Context: an optimization exercise on an open-source flow, tuned for small area and a short achievable clock period. The choices shown serve that exercise and are no tape-out recipe.
The RTL was checked by simulation tests, not by an equivalence proof against the original design.
No activity file was given, so power comes from the tool's default toggle rates.

==> flow/design.v <==
module rv_ao222n (
    input  a1, a2, b1, b2, c1, c2,
    output y
);
    assign y = ~((a1 & a2) | (b1 & b2) | (c1 & c2));
endmodule
module rv_ao22n (
    input  a1, a2, b1, b2,
    output y
);
    assign y = ~((a1 & a2) | (b1 & b2));
endmodule
module rv_mux4 (
    input        i0, i1, i2, i3,
    input  [1:0] s,
    output       y
);
    assign y = s[1] ? (s[0] ? i3 : i2) : (s[0] ? i1 : i0);
endmodule
module rv_rf_read (
    input  [64*32-1:0] regs,
    input  [31:0]      sel,
    output [63:0]      q
);
    genvar i, k;
    generate
        for (i = 0; i < 64; i = i + 1) begin : bit_
            wire [10:0] g;
            for (k = 0; k < 10; k = k + 1) begin : grp
                rv_ao222n u (
                    .a1(sel[3*k+1]), .a2(regs[(3*k+1)*64+i]),
                    .b1(sel[3*k+2]), .b2(regs[(3*k+2)*64+i]),
                    .c1(sel[3*k+3]), .c2(regs[(3*k+3)*64+i]),
                    .y(g[k]));
            end
            assign g[10] = ~(sel[31] & regs[31*64+i]);
            assign q[i] = ~(g[0] & g[1] & g[2] & g[3]) | ~(g[4] & g[5] & g[6] & g[7]) |
                          ~(g[8] & g[9] & g[10]);
        end
    endgenerate
endmodule
module rv_dm_read (
    input  [64*16-1:0] words,
    input  [15:0]      sel,
    output [63:0]      q
);
    genvar i, k;
    generate
        for (i = 0; i < 64; i = i + 1) begin : bit_
            wire [5:0] g;
            for (k = 0; k < 5; k = k + 1) begin : grp
                rv_ao222n u (
                    .a1(sel[3*k]), .a2(words[(3*k)*64+i]),
                    .b1(sel[3*k+1]), .b2(words[(3*k+1)*64+i]),
                    .c1(sel[3*k+2]), .c2(words[(3*k+2)*64+i]),
                    .y(g[k]));
            end
            assign g[5] = ~(sel[15] & words[15*64+i]);
            assign q[i] = ~(g[0] & g[1] & g[2]) | ~(g[3] & g[4] & g[5]);
        end
    endgenerate
endmodule
module rv_add64 (
    input  [63:0] a,
    input  [63:0] b,
    input         ci,
    output [63:0] s,
    output        co
);
    wire [63:0] p = a ^ b;
    wire [63:0] g0 = {a[63:1] & b[63:1], (a[0] & b[0]) | (p[0] & ci)};
    wire [63:0] G [0:6];
    wire [63:0] P [0:6];
    wire [63:0] D [0:6];
    assign G[0] = g0;
    assign P[0] = p;
    genvar l, i;
    generate
        for (l = 1; l <= 6; l = l + 1) begin : up
            for (i = 0; i < 64; i = i + 1) begin : bit_
                if ((i % (1 << l)) == (1 << l) - 1) begin : node
                    assign G[l][i] = G[l-1][i] | (P[l-1][i] & G[l-1][i - (1 << (l-1))]);
                    assign P[l][i] = P[l-1][i] & P[l-1][i - (1 << (l-1))];
                end else begin : pass
                    assign G[l][i] = G[l-1][i];
                    assign P[l][i] = P[l-1][i];
                end
            end
        end
        assign D[6] = G[6];
        for (l = 6; l >= 1; l = l - 1) begin : down
            for (i = 0; i < 64; i = i + 1) begin : bit_
                if ((i % (1 << l)) == (1 << (l-1)) - 1 && i >= (1 << l)) begin : node
                    assign D[l-1][i] = G[l-1][i] | (P[l-1][i] & D[l][i - (1 << (l-1))]);
                end else begin : pass
                    assign D[l-1][i] = D[l][i];
                end
            end
        end
    endgenerate
    assign s = p ^ {D[0][62:0], ci};
    assign co = D[0][63];
endmodule
module stall_processor(
    input wire clk,
    input wire reset,
    input [31:0] instruction,
    output wire [63:0] pc,
    output wire [63:0] result_final,
    output wire zero_final
);
    reg [63:2] PC;
    reg        ifid_v;           
    reg [31:0] ir;               
    reg        idx_rw, idx_ld, idx_st, idx_br, idx_zop, idx_pc;
    reg [4:0]  idx_rd;
    reg        idx_fa1, idx_fa2, idx_fa0, idx_fb1, idx_fb2, idx_fb0;
    reg        idx_sum, idx_imm, idx_sub, idx_slt, idx_sltu;
    reg        idx_xor, idx_or, idx_and, idx_sll, idx_srl, idx_sra;
    reg [14:0] idx_off;          
    reg [63:0] idx_a, idx_b;
    reg        exm_rw, exm_z;    
    reg        exm_ld, exm_br;
    reg [4:0]  exm_rd;
    reg [63:0] exm_res;          
    reg [63:0] mwb_wd;           
    reg [4:0]  mwb_rd;           
    reg        rst_q;
    always @(posedge clk) rst_q <= reset;
    wire [64*32-1:0] rf;
    wire [64*16-1:0] dm;
    assign pc = {PC, 2'b00};
    assign result_final = mwb_wd;
    assign zero_final = exm_z;
    wire taken = exm_br & exm_z;
    wire       id_v = ifid_v & ~taken;
    wire [6:0] opc = ir[6:0];
    wire [2:0] f3 = ir[14:12];
    wire [6:0] f7 = ir[31:25];
    wire [4:0] rs1 = ir[19:15];
    wire [4:0] rs2 = ir[24:20];
    wire [4:0] rd = ir[11:7];
    wire isR  = opc == 7'b0110011;
    wire isLd = opc == 7'b0000011;
    wire isSt = opc == 7'b0100011;
    wire isBr = opc == 7'b1100011;
    wire isI  = opc == 7'b0010011;
    wire [4:0] h_rs1 = id_v ? rs1 : 5'd0;
    wire [4:0] h_rs2 = (id_v & (isR | isSt | isBr)) ? rs2 : 5'd0;
    wire stall = idx_ld & ((idx_rd == h_rs1) | (idx_rd == h_rs2));
    wire go = id_v & ~stall;
    wire f7z = f7 == 7'b0000000;
    wire f7s = f7 == 7'b0100000;
    wire rz = isR & f7z;
    wire addi = (isI & (f3 == 3'b000)) | ((isLd | isSt) & (f3 == 3'b011));
    wire [11:0] b12 = {ir[31], ir[7], ir[30:25], ir[11:8]};
    wire [12:0] boff = {b12[11], b12} - 13'd2;
    wire [14:0] off = isBr ? {boff, 2'b00} :
                      isSt ? {{3{ir[31]}}, ir[31:25], ir[11:7]} :
                             {{3{ir[31]}}, ir[31:20]};
    wire ex_fw = idx_rw & (idx_rd != 5'd0);
    wire mem_fw = exm_rw & (exm_rd != 5'd0);
    wire fa1 = ex_fw & (idx_rd == rs1);
    wire fb1 = ex_fw & (idx_rd == rs2);
    wire fa2 = mem_fw & (exm_rd == rs1) & ~fa1;
    wire fb2 = mem_fw & (exm_rd == rs2) & ~fb1;
    wire [31:0] sel1, sel2;
    genvar sk;
    generate
        for (sk = 0; sk < 32; sk = sk + 1) begin : rsel
            assign sel1[sk] = rs1 == sk;
            assign sel2[sk] = rs2 == sk;
        end
    endgenerate
    wire [63:0] rd1, rd2;
    rv_rf_read rp1 (.regs(rf), .sel(sel1), .q(rd1));
    rv_rf_read rp2 (.regs(rf), .sel(sel2), .q(rd2));
    always @(posedge clk) begin
        idx_rw  <= go & (isR | isLd | isI);
        idx_ld  <= go & isLd;
        idx_st  <= go & isSt;
        idx_br  <= go & isBr;
        idx_zop <= id_v & isBr & (f3 == 3'b000);
        idx_pc  <= isBr;
        idx_rd  <= rd;
        idx_fa1 <= fa1;
        idx_fa2 <= fa2;
        idx_fa0 <= ~fa1 & ~fa2;
        idx_fb1 <= fb1;
        idx_fb2 <= fb2;
        idx_fb0 <= ~fb1 & ~fb2;
        idx_imm <= addi | isBr;
        idx_sum <= addi | isBr | (isR & (f3 == 3'b000) & (f7z | f7s));
        idx_sub <= (isR & (f3 == 3'b000) & f7s) | (rz & ((f3 == 3'b010) | (f3 == 3'b011)));
        idx_slt <= rz & (f3 == 3'b010);
        idx_sltu <= rz & (f3 == 3'b011);
        idx_xor <= rz & (f3 == 3'b100);
        idx_or  <= rz & (f3 == 3'b110);
        idx_and <= rz & (f3 == 3'b111);
        idx_sll <= rz & (f3 == 3'b001);
        idx_srl <= isR & (f3 == 3'b101) & (f7z | f7s);
        idx_sra <= isR & (f3 == 3'b101) & f7s;
        idx_off <= off;
        idx_a   <= rd1;
        idx_b   <= rd2;
    end
    wire [61:0] pc_c;
    genvar ci;
    generate
        assign pc_c[0] = ~stall;
        for (ci = 1; ci < 62; ci = ci + 1) begin : inc
            if (ci % 8 == 0) begin : skip
                assign pc_c[ci] = pc_c[ci-8] & (&PC[ci+1:ci-6]);
            end else begin : ripple
                assign pc_c[ci] = pc_c[ci-1] & PC[ci+1];
            end
        end
    endgenerate
    wire [63:2] pc_next = PC ^ pc_c;
    always @(posedge clk or posedge reset) begin
        if (reset) begin
            PC <= 62'd0;
            ifid_v <= 1'b0;
        end else begin
            PC <= taken ? exm_res[63:2] : pc_next;
            if (taken)
                ifid_v <= 1'b0;
            else if (~stall)
                ifid_v <= 1'b1;
        end
    end
    always @(posedge clk)
        if (~stall) ir <= instruction;
    wire [63:0] a_n, b_n;
    genvar fi;
    generate
        for (fi = 0; fi < 64; fi = fi + 1) begin : fwd
            rv_ao222n ma (.a1(idx_fa1), .a2(exm_res[fi]), .b1(idx_fa2), .b2(mwb_wd[fi]),
                          .c1(idx_fa0), .c2(idx_a[fi]), .y(a_n[fi]));
            rv_ao222n mb (.a1(idx_fb1), .a2(exm_res[fi]), .b1(idx_fb2), .b2(mwb_wd[fi]),
                          .c1(idx_fb0), .c2(idx_b[fi]), .y(b_n[fi]));
        end
    endgenerate
    wire [63:0] a = ~a_n;
    wire [63:0] b = ~b_n;
    wire [63:0] aa = idx_pc ? {PC, 2'b00} : a;
    wire [63:0] bo = idx_imm ? {{49{idx_off[14]}}, idx_off} : b;
    wire [63:0] sum;
    wire        cout;
    rv_add64 add (.a(aa), .b(bo ^ {64{idx_sub}}), .ci(idx_sub), .s(sum), .co(cout));
    wire ltu = ~cout;
    wire lts = (a[63] ^ b[63]) ? a[63] : sum[63];
    wire [63:0] x = a ^ b;
    wire eq = ~|x;
    function [63:0] rev(input [63:0] v);
        integer k;
        begin
            for (k = 0; k < 64; k = k + 1) rev[k] = v[63 - k];
        end
    endfunction
    wire        fill = idx_sra & a[63];
    wire [63:0] s0 = idx_sll ? rev(a) : a;
    wire [63:0] s2, s4, s6;
    wire [66:0] e0 = {{3{fill}}, s0};
    wire [99:0] e2 = {{36{fill}}, s2};
    wire [111:0] e4 = {{48{fill}}, s4};
    genvar si;
    generate
        for (si = 0; si < 64; si = si + 1) begin : shf
            rv_mux4 m0 (.i0(e0[si]), .i1(e0[si+1]), .i2(e0[si+2]), .i3(e0[si+3]),
                        .s(b[1:0]), .y(s2[si]));
            rv_mux4 m1 (.i0(e2[si]), .i1(e2[si+4]), .i2(e2[si+8]), .i3(e2[si+12]),
                        .s(b[3:2]), .y(s4[si]));
            rv_mux4 m2 (.i0(e4[si]), .i1(e4[si+16]), .i2(e4[si+32]), .i3(e4[si+48]),
                        .s(b[5:4]), .y(s6[si]));
        end
    endgenerate
    wire        sel_x = idx_xor | idx_or;
    wire        sel_ab = idx_or | idx_and;
    wire [63:0] ab = a & b;
    wire [63:0] s6r = rev(s6);
    wire [63:0] r1_n, r2_n;
    genvar ri;
    generate
        for (ri = 0; ri < 64; ri = ri + 1) begin : rmux
            rv_ao222n m1 (.a1(idx_sum), .a2(sum[ri]), .b1(sel_x), .b2(x[ri]),
                          .c1(sel_ab), .c2(ab[ri]), .y(r1_n[ri]));
            rv_ao22n m2 (.a1(idx_srl), .a2(s6[ri]), .b1(idx_sll), .b2(s6r[ri]), .y(r2_n[ri]));
        end
    endgenerate
    wire [63:0] res = ~(r1_n & r2_n) | {63'd0, (idx_slt & lts) | (idx_sltu & ltu)};
    always @(posedge clk or posedge reset) begin
        if (reset) begin
            exm_rw <= 1'b0;
            exm_z <= 1'b0;
        end else begin
            exm_rw <= idx_rw;
            exm_z <= idx_zop & eq;
        end
    end
    always @(posedge clk) begin
        exm_ld  <= idx_ld;
        exm_br  <= idx_br;
        exm_rd  <= idx_rd;
        exm_res <= res;
    end
    genvar w;
    generate
        for (w = 0; w < 16; w = w + 1) begin : dmem
            reg [63:0] word;
            always @(posedge clk)
                if (rst_q | (idx_st & (res[6:3] == w)))
                    word <= rst_q ? 64'h1000 + w : b;
            assign dm[w*64 +: 64] = word;
        end
    endgenerate
    wire [15:0] msel;
    genvar mk;
    generate
        for (mk = 0; mk < 16; mk = mk + 1) begin : msel_
            assign msel[mk] = exm_res[6:3] == mk;
        end
    endgenerate
    wire [63:0] mdata;
    rv_dm_read mrd (.words(dm), .sel(msel), .q(mdata));
    wire [63:0] wd = exm_rw ? (exm_ld ? mdata : exm_res) : 64'd0;
    always @(posedge clk) begin
        mwb_wd <= wd;
        mwb_rd <= exm_rw ? exm_rd : 5'd0;
    end
    assign rf[63:0] = 64'd0;
    genvar r;
    generate
        for (r = 1; r < 32; r = r + 1) begin : regs
            reg [63:0] q;
            always @(posedge clk)
                if (rst_q | (mwb_rd == r))
                    q <= rst_q ? r : mwb_wd;
            assign rf[r*64 +: 64] = q;
        end
    endgenerate
endmodule
==> flow/flow/run.sh <==
#!/bin/bash
# Standard ORFS layout (the standard.sh, unchanged synthesis), with
#  - clock tree synthesis with larger sink clusters and without dummy loads.
set -euo pipefail
SETUP_MARGIN_NS=${SETUP_MARGIN_NS:-27}
CTS="-sink_clustering_enable -repair_clock_nets -sink_clustering_size 24 -sink_clustering_max_diameter 120 -dont_use_dummy_load"
bash standard.sh SETUP_SLACK_MARGIN=$SETUP_MARGIN_NS "CTS_ARGS=$CTS" finish > standard_flow.log 2>&1
==> flow/standard.sh <==
#!/bin/bash
# synth_recipe.tcl (not shown) runs the flow's synth.tcl, then flattens the netlist and writes it again
# the make line also repeats each setting of config.mk as NAME=value (left out here)
make -C /OpenROAD-flow-scripts/flow DESIGN_CONFIG=/design/flow/config.mk WORK_HOME=/design/flow/orfs CLKGATE_MAP_FILE= SYNTH_SCRIPT=/design/flow/synth_recipe.tcl "${@:-finish}"
==> flow/config.mk <==
export PLATFORM = sky130hd
export DESIGN_NAME = stall_processor
export DESIGN_NICKNAME = stall_processor
export VERILOG_FILES = /design/flow/design.v
export SDC_FILE = /design/flow/constraint.sdc
export NUM_CORES = 4
export LEC_CHECK = 0
export CAP_MARGIN = 15
export CORE_MARGIN = 2
export CORE_UTILIZATION = 40
export CTS_CLUSTER_DIAMETER = 120
export CTS_CLUSTER_SIZE = 24
export PLACE_DENSITY = 0.5
export SLEW_MARGIN = 15
export SYNTH_HIERARCHICAL = 1
export SYNTH_MINIMUM_KEEP_SIZE = 0
==> flow/constraint.sdc <==
create_clock -name core_clock -period 35.0 [get_ports {clk}]
set_input_delay 7.0000 -clock core_clock [delete_from_list [all_inputs] [get_ports {clk}]]
set_output_delay 7.0000 -clock core_clock [all_outputs]
set_load 0.01 [all_outputs]
==> impl_metrics.csv <==
group,metric,value,unit
floorplanning,die_x,594,µm
finish,nNetsFinal,8968,
setup_path,r2r-end,"dmem[13].word[36]",
timing,rsz0062_at_grt,"yes",
floorplanning,rows,216,
setup_path,critPathKind,"flip-flop to primary output",
synth,synthCells,7997,
min_path,hold_end,"exm_br",
timing,worstMarginPinSlew,1.30,ns
grt,antenna_found_initial,47,
clocking,clock_tree.buffer_depth,4,
grt,grt_first_pass_wirelength,796000,µm
drt,postRouteAntennaNets,0,
power,power_density,50.9,nW/µm²
placement,place_congestion,0.974,
finish,area_growth,11.8,%
setup_path,path_buf_inv,1,
floorplanning,io-pin-count,163,
grt,overflow,0,
synth,ys_warn_count,8,
clocking,cts_made_buffers,167,
clocking,clk_pin_slew,0.10,ns
timing,setup_viol,0,
grt,grt.total_usage,0.324,
drt,drtIter0Drc,23700,
setup_path,crit_arrival,1.59,ns
clocking,cts_tree,"done",
timing,setup-tns-final,0,ns
clocking,cts-htree-levels,4,
placement,dpl.hpwl,367000,µm
grt,grt_max_degree,87,
timing,fmax,116,MHz
finish,instances_no_fill,13300,
setup_path,cp_top_family,"flip-flops",
finish,final_util,0.450,
setup_path,worstPathCellList,"buf_6",
min_path,worstHoldPathType,"flip-flop to flip-flop",
grt,grt_pass1_vias,93400,
power,p_leak,0.0541,µW
timing,relSlewSlack,0.131,
synth,synth_area,139000,µm²
setup_path,r2r_slack,27.53,ns
timing,clock_skew,0.115,ns
synth,avgSynthCellArea,17.4,µm²
drt,via_count,98800,
setup_path,r2r-start,"idx_fb1",
timing,period_share,0.245,
drt,avgViaCountPerCell,7.41,
setup_path,critPathCaptureType,"primary output",
clocking,clock_latency,0.97,ns
clocking,cts_hold_buf,0,
power,irDropWorstVdd,0.0401,mV
setup_path,crit_fanout,2,
floorplanning,core_area,346000,µm²
drt,drc,0,
finish,drive_gt1_frac,0.165,
min_path,min_from,"idx_br",
floorplanning,die_h,594,µm
flow_run,drv_cap,0,
placement,port_buffers,160,
timing,maxSlewViolCount,0,
floorplanning,initial_core_util,0.402,
status,run_status,"no timing/DRC/antenna violations",
setup_path,cp.required,28.00,ns
timing,hold_viol,0,
floorplanning,die_area,353000,µm²
setup_path,startpoint_type,"flip-flop",
drt,finalWirelength,596000,µm
placement,dp_cells,13000,
setup_path,slowest_delay,0.54,ns
setup_path,r2r_cells,12,
timing,post-route-min-period,8.59,ns
drt,routedWlPerCell,44.7,µm
setup_path,crit_slowest_cell,"dfrtp_4",
min_path,hold-path-cell-count,0,
drt,drtPass1Iterations,13,
setup_path,cp-startpoint,"PC[13]",
clocking,cts-root-buf,"clkbuf_16",
clocking,cts.sinks,3417,
==> report_power, final <==
| group | switching (µW) | internal (µW) | total (µW) |
|---|---|---|---|
| Sequential | 95.7 | 4660 | 4760 |
| Clock | 1280 | 857 | 2140 |
| Combinational | 693 | 339 | 1030 |
==> area by class of cell <==
type                       count  area (µm²)
multi-input combinational   4272       40100
tap                         4578        5730
sequential                  3417       99400
fill                       30200      191000
timing repair buffer         684        5650
antenna                       35        87.6
inverter                     178         681
clock buffer                 167        4180
==> timing repair <==
| action | 4_1_cts | 5_1_grt |
|---|---|---|
| setup buffers | 112 | 24 |
| resized for setup | 786 | 13 |
| endpoints found under the setup margin | 127 | 198 |
==> state kept, by name, summed over array words and instances, names as in the netlist, 15 cells and up <==
name,count
dmem.word,1024
idx_off,15
ir,32
exm_res,64
idx_b,64
PC,62
idx_a,64
regs.q,1984
mwb_wd,64
==> placed cells by master, fill, tap and decap left out, types with 17 or more instances in the layout <==
| cell type | instances |
|---|---|
| mux2i_1 | 129 |
| mux2_2 | 59 |
| nor2_2 | 19 |
| fa_1 | 33 |
| buf_6 | 90 |
| o21ai_0 | 125 |
| a21oi_1 | 65 |
| nor2b_1 | 105 |
| nor2b_2 | 21 |
| nor2_4 | 71 |
| clkbuf_16 | 167 |
| o21bai_4 | 17 |
| inv_1 | 170 |
| nand4_1 | 346 |
| xor2_1 | 85 |
| diode_2 | 35 |
| a222oi_1 | 1792 |
| xnor2_1 | 45 |
| ha_1 | 181 |
| nand2_1 | 366 |
| clkdlybuf4s50_1 | 33 |
| nand2b_1 | 21 |
| a21o_4 | 19 |
| buf_2 | 34 |
| nand3_1 | 18 |
| mux4_2 | 192 |
| nor4_1 | 19 |
| edfxtp_1 | 3040 |
| dfxtp_2 | 25 |
| a2111o_1 | 128 |
| nor2b_4 | 17 |
| nor2_1 | 107 |
| a22oi_2 | 64 |
| dfxtp_1 | 234 |
| and3_1 | 66 |
| buf_4 | 511 |
| dfxtp_4 | 53 |
| dfrtp_1 | 63 |
==> stage by stage <==
step / total power [µW] / setup slack [ns] / hold slack (ns) / instance area [µm²]
floorplan: 5360 / 27.20 / 0.310 / 139000
global placement: 5820 / 26.10 / 0.317 / 150000
detailed placement: 5840 / 26.10 / 0.317 / 150000
CTS: 7910 / 26.36 / 0.339 / 155000
global route: 8120 / 26.38 / 0.354 / 156000
finish: 7930 / 26.41 / 0.336 / 156000
==> layer usage <==
metal | share of wire | global-route usage | up-vias
li1 | - | - | 38300
met1 | 0.36 | 0.414 | 51400
met2 | 0.45 | 0.503 | 7687
met3 | 0.13 | 0.0929 | 1418
met4 | 0.061 | 0.167 | 10
met5 | 0.00011 | 0 | -
==> worst max-delay path by stage <==
stage / endpoint / slack [ns] / cells past startpoint
global route: pc[13] / 26.38 / 1
detailed placement: PC[32] / 26.10 / 3
floorplan: dmem[13].word[0] / 27.20 / 7
CTS: pc[13] / 26.36 / 1
global placement: PC[30] / 26.10 / 3
finish: pc[13] / 26.41 / 1

==> static timing again, ports no longer ideal <==
No port has a modelled driver above. Below, the same layout with a new extraction and two added sets of constraints.
Step 1, drivers: a clkbuf_16 drives clk and a buf_2 each remaining input, both assumed.
Step 2, shift: input delay + t, output delay - t, t = (earliest + latest rising clock arrival at the registers) / 2. This alone moves slack from input paths to output paths.
a / b / c = ideal ports / drivers / drivers and shift; a / b = the first two.
t, ns: 1.024
setup WS [ns]: 26.411 / 26.299 / 26.443
worst data-port slew with drivers (ns): 0.04
cell pins on the clock port's net: 1
After both steps setup and hold are still met in this run. For this run, drivers alone change the setup slack by -0.112 ns; drivers and shift together by +0.032 ns. Setup slack includes reset recovery checks.
